From an optimization exercise on the open Yosys and OpenROAD flow, aimed at small area and a short achievable clock period; shortcuts taken in it are not production practice.
Only simulation tests tie the RTL to the original design; equivalence was not proved.
No activity file was given, so power comes from the tool's default toggle rates.

==> flow/design.v <==
`timescale 1ns / 1ps
module regfile (
    input clk,
    input write_ctrl,
    input [4:0] rs1,
    input [4:0] rs2,
    input [4:0] rd,
    input [63:0] data,
    output [63:0] rv1,
    output [63:0] rv2
);
  reg [63:0] registers[31:0];
  assign rv1 = registers[rs1];
  assign rv2 = registers[rs2];
  always @(posedge clk) begin
    if (write_ctrl) begin
      registers[rd] <= data;
    end
  end
endmodule
`timescale 1ns / 1ps
module alu (
    input [1:0] op,
    input [63:0] arg1,
    arg2,
    output reg [63:0] result
);
  localparam OP_AND = 2'b00;
  localparam OP_OR = 2'b01;
  localparam OP_ADD = 2'b10;
  localparam OP_SUB = 2'b11;
  always @(op, arg1, arg2) begin
    case (op)
      OP_AND: begin
        result = arg1 & arg2;
      end
      OP_OR: begin
        result = arg1 | arg2;
      end
      OP_ADD: begin
        result = arg1 + arg2;
      end
      OP_SUB: begin
        result = arg1 - arg2;
      end
    endcase
  end
endmodule
`timescale 1ns / 1ps
module datapath (
    input clk,
    input [1:0] op,
    input [4:0] rs1,
    input [4:0] rs2,
    input [4:0] rd,
    input alu_src,
    input [63:0] imm,
    input reg_write,
    output reg [63:0] result
);
  wire [63:0] rv1;
  wire [63:0] rv2;
  wire [63:0] alu_result;
  regfile regfile (
      .clk(clk),
      .write_ctrl(reg_write),
      .rs1(rs1),
      .rs2(rs2),
      .rd(rd),
      .data(alu_result),
      .rv1(rv1),
      .rv2(rv2)
  );
  alu alu (
      .op(op),
      .arg1(rv1),
      .arg2(alu_src ? imm : rv2),
      .result(alu_result)
  );
  always @(posedge clk) begin
    result <= alu_result;
  end
endmodule
==> flow/run.sh <==
#!/bin/bash
# synth_recipe.tcl (not shown) runs the flow's synth.tcl, then flattens the netlist and writes it again
# the make line also repeats each setting of config.mk as NAME=value (left out here)
make -C /OpenROAD-flow-scripts/flow DESIGN_CONFIG=/design/flow/config.mk WORK_HOME=/design/flow/orfs CLKGATE_MAP_FILE= SYNTH_SCRIPT=/design/flow/synth_recipe.tcl finish
==> flow/config.mk <==
export PLATFORM = sky130hd
export DESIGN_NAME = datapath
export DESIGN_NICKNAME = datapath
export VERILOG_FILES = /design/flow/design.v
export SDC_FILE = /design/flow/constraint.sdc
export NUM_CORES = 4
export LEC_CHECK = 0
export CAP_MARGIN = 20
export CORE_MARGIN = 2
export CORE_UTILIZATION = 40
export SLEW_MARGIN = 20
==> flow/constraint.sdc <==
create_clock -name core_clock -period 8.0 [get_ports {clk}]
set_input_delay 1.6000 -clock core_clock [delete_from_list [all_inputs] [get_ports {clk}]]
set_output_delay 1.6000 -clock core_clock [all_outputs]
set_load 0.01 [all_outputs]
==> notes.md <==
worst min-delay path: cells and delay by family (launching register included):
family	cells	cell delay, ns
buffers and inverters	1	0.18
DFF	1	0.34
AOI/OAI and AO/OA	2	0.23
and+or+nand+nor	1	0.21
muxes	2	0.43
cell usage in the layout, fill, tap and decap left out, types with 33 or more instances in the layout:
cell	count
o22ai_1	44
clkinv_2	44
a21o_1	57
clkinv_1	41
clkbuf_16	225
mux2i_1	118
mux2_2	90
a21oi_1	173
clkdlybuf4s50_1	134
xnor2_1	71
a22oi_1	77
nand2_1	209
mux4_2	1137
buf_4	712
clkbuf_1	45
inv_1	49
edfxtp_1	2048
xor2_1	44
buf_12	140
nor2_4	33
nor2_1	123
dfxtp_1	64
o21ai_0	68
ha_1	66
per-stage QoR:
stage	setup slack, ns	setup TNS, ns	util	hold WS (ns)
after floorplan	0.00354	0	-	1.28
after global placement	-1.04	-671.19	0.452	1.42
after detailed placement	-1.00	-593.10	0.452	1.40
after CTS	0.0208	0	0.481	1.42
after global routing	0.00137	0	0.482	1.54
final	0.228	0	0.482	1.45
routing by layer:
| layer | global-route usage | up-vias | routed length (um) |
|---|---|---|---|
| met3 | 0.0561 | 605 | 35500 |
| li1 | - | 24800 | - |
| met5 | 0 | - | 118 |
| met4 | 0.0959 | 18 | 13100 |
| met2 | 0.428 | 3769 | 167000 |
| met1 | 0.386 | 34200 | 143000 |
cell type report:
cell class	instances	area [um^2]
Antenna cell	6	15.0
Sequential cell	2112	62800
Inverter	56	216
Clock inverter	140	1590
Fill cell	21000	132000
Timing Repair Buffer	1001	9680
Tap cell	3366	4210
Multi-Input combinational cell	2829	38000
Clock buffer	280	5940
sequential cells by signal, summed over array words and instances (netlist names):
register and count:
result 64, regfile.registers 2048
kinds of logic (layout without fill, tap and decap cells):
group	count (synthesis)	count (layout)
adder cells (fa/ha/maj)	90	90
AO/OA/AOI/OAI	689	689
flip-flops	2112	2112
other	0	6
AND/OR/NAND/NOR	589	589
buffers and inverters	447	1477
multiplexers	1346	1346
XOR/XNOR	115	115
where the power goes:
group	internal [mW]	switching [mW]	total, mW
Sequential	13.4	0.116	13.5
Combinational	2.54	3.41	5.95
Clock	6.14	4.52	10.7
Total	22.1	8.05	30.1
cells in the mapped netlist (all sizes together) (13+ instances only):
cell / n / share of area
nand3: 32 / 0.0016
a31oi: 27 / 0.0017
inv: 52 / 0.0019
dfxtp: 64 / 0.013
xor2: 44 / 0.0038
buf: 204 / 0.012
a22o: 19 / 0.0016
o31ai: 20 / 0.0015
a221oi: 15 / 0.0013
o22ai: 44 / 0.0027
mux2: 90 / 0.0099
nand4: 27 / 0.0018
o21a: 13 / 0.00095
o21bai: 16 / 0.0012
o21ai: 85 / 0.0042
maj3: 23 / 0.0023
mux2i: 119 / 0.012
nor2: 158 / 0.0058
nor2b: 29 / 0.0018
a22oi: 78 / 0.0057
a21o: 57 / 0.0042
and2: 16 / 0.00098
edfxtp: 2048 / 0.60
a21oi: 198 / 0.0097
a211oi: 22 / 0.0019
nor3: 31 / 0.0018
xnor2: 71 / 0.0061
ha: 66 / 0.0081
nand2: 209 / 0.0077
mux4: 1137 / 0.25
clkbuf: 187 / 0.0069
nand2b: 17 / 0.0010
o211ai: 23 / 0.0017
what timing repair did:
item	in CTS	in global routing
endpoints found under the setup margin	56	525
resized for setup	1	9
endpoints found under the hold margin	0	0
hold buffers	0	0
cloned	0	0
how the worst max path moves through the flow:
stage          startpoint                        end  slack, ns  cells after the start
2_1_floorplan      rs1[0]   regfile.registers[0][35]      0.004                     18
3_3_place_gp       rs2[4]  regfile.registers[16][60]      -1.04                     28
3_5_place_dp       rs2[0]  regfile.registers[19][60]      -1.00                     30
4_1_cts            rs2[4]  regfile.registers[23][63]       0.02                     29
5_1_grt            rs2[0]  regfile.registers[23][63]      0.001                     28
6_report           rs2[0]   regfile.registers[4][63]       0.23                     26
==> results.toml <==
[outcome]
status = "finished clean"

[clock_tree]
postCtsSetupRepairBufs = 0
clkSlewWorstSetupHoldPaths_ns = 0.07
clk_path_buf_depth = 3
htree_num_levels = 4
clk_latency_ns = 0.90
numCtsBuffers = 222
clock-sinks = 2112
tritoncts = "built"
cts_root_buf = "clkbuf_16"

[sta]
rsz0062_at_grt = "false"
hold_violations = 0
clock.fmax_mhz = 129
fin_crit_ns = 7.77
fin_crit_sh = 0.971
tightest_slew_ns = 1.05
setup_violations = 0
maxSlewHeadroom = 0.297
drv_slew = 0
skew_ns = 0.0466

[setup_path]
crit_top_cell = "a21oi_1"
cp_num_buf_inv = 7
cp_top_family = "compound AO/OA/AOI/OAI gates"
critPathLaunchType = "input pin"
timing.rr.start = "regfile.registers[23][7]"
slowest_delay_ns = 0.68
cp-end-kind = "register"
worstPathRequired_ns = 8.60
critPathKind = "in2reg"
cp_max_fo = 33
reg2reg_to = "regfile.registers[4][63]"
worst_r2r_path_depth = 28
rrSetupSlack_ns = 0.94
arrival_ns = 8.38
cp_slowest_cell = "or4_1"

[final_layout]
final_cells = 9790
final_cell_area_um2 = 122000
drive_above_1_share = 0.401
final_nets = 6373
areaGrowthSynthToFinish_pct = 19.7

[detailed_routing]
ant_nets = 0
first_pass_iters = 5
drc_errors = 0
wirelength_um = 359000
vias = 63400
vias_per_cell = 6.48
routedWlPerCell_um = 36.7
drtIter0Drc = 8585

[synth]
syn_inst = 5388
muxShareOfSynthArea = 0.272
synth_seq_cells = 2112
synth-seq-area-share = 0.614
synth_xor_area_frac = 0.00984
async_flop_share = 0
synthFlopType = "edfxtp_1"
synth_top_family_by_area = "multiplexers"
ys_types = 89
synth_area_um2 = 102000
synth_nets = 5539
synth-edff-count = 2048
yosysWarnings = 3
synth_compound_area_frac = 0.0452
yosys.area_share.simple = 0.0279
avgSynthCellArea_um2 = 19.0
yosys.area_share.adder = 0.0105

[floorplan]
row_count = 185
pin_count = 148
dieArea_um2 = 260000
die_h_um = 510
coreArea_um2 = 254000
initial_utilization = 0.403
die_w_um = 510

[placement]
placed_area_um2 = 115000
portBuffers = 147
post-place-cells = 9361
place_congestion = 0.929
hpwl_um = 222000

[global_routing]
grt_usage = 0.275
antenna_found_initial = 19
grt_pass1_vias = 63700
overflow = 0
grt_pass1_wl_um = 498000
grt_max_degree = 90

[power]
power_mw = 30.1
power_leakage_nw = 40.3
irDropWorstVdd_mv = 0.270
powerDensity_nw_per_um2 = 246

[flow_run]
drv_cap = 0

[hold_path]
hold_depth = 6
whs_endpoint = "result[36]"
min_from = "regfile.registers[18][36]"
worst_hold_path_type = "reg2reg"

-- what the ideal ports hide --
How much do the figures lean on ideal ports? The routed layout below was timed once more, with nothing changed but the port constraints.
Step 1 sets driving cells, clkbuf_16 on the clock port and buf_2 on the other inputs (assumed; they add their load-dependent delay and slew).
Step 2 also shifts input and output timing later by t, the mid clock arrival at the registers, as if the neighbouring blocks saw the same clock.
Three values: ideal ports, drivers, drivers and shift; two values: the first two.
t, ns: 0.974
setup slack, ns: 0.228 / 0.259 / -0.716
hold slack, ns: 1.454 / 1.454 / 1.454
worst setup path at the end: input to register
latest minus earliest clock arrival (ns): 0.047 / 0.047
With both steps, setup timing fails in this run, where it was met with ideal ports. The setup slack of this run moves by +0.031 ns with the drivers and by -0.944 ns with both steps.
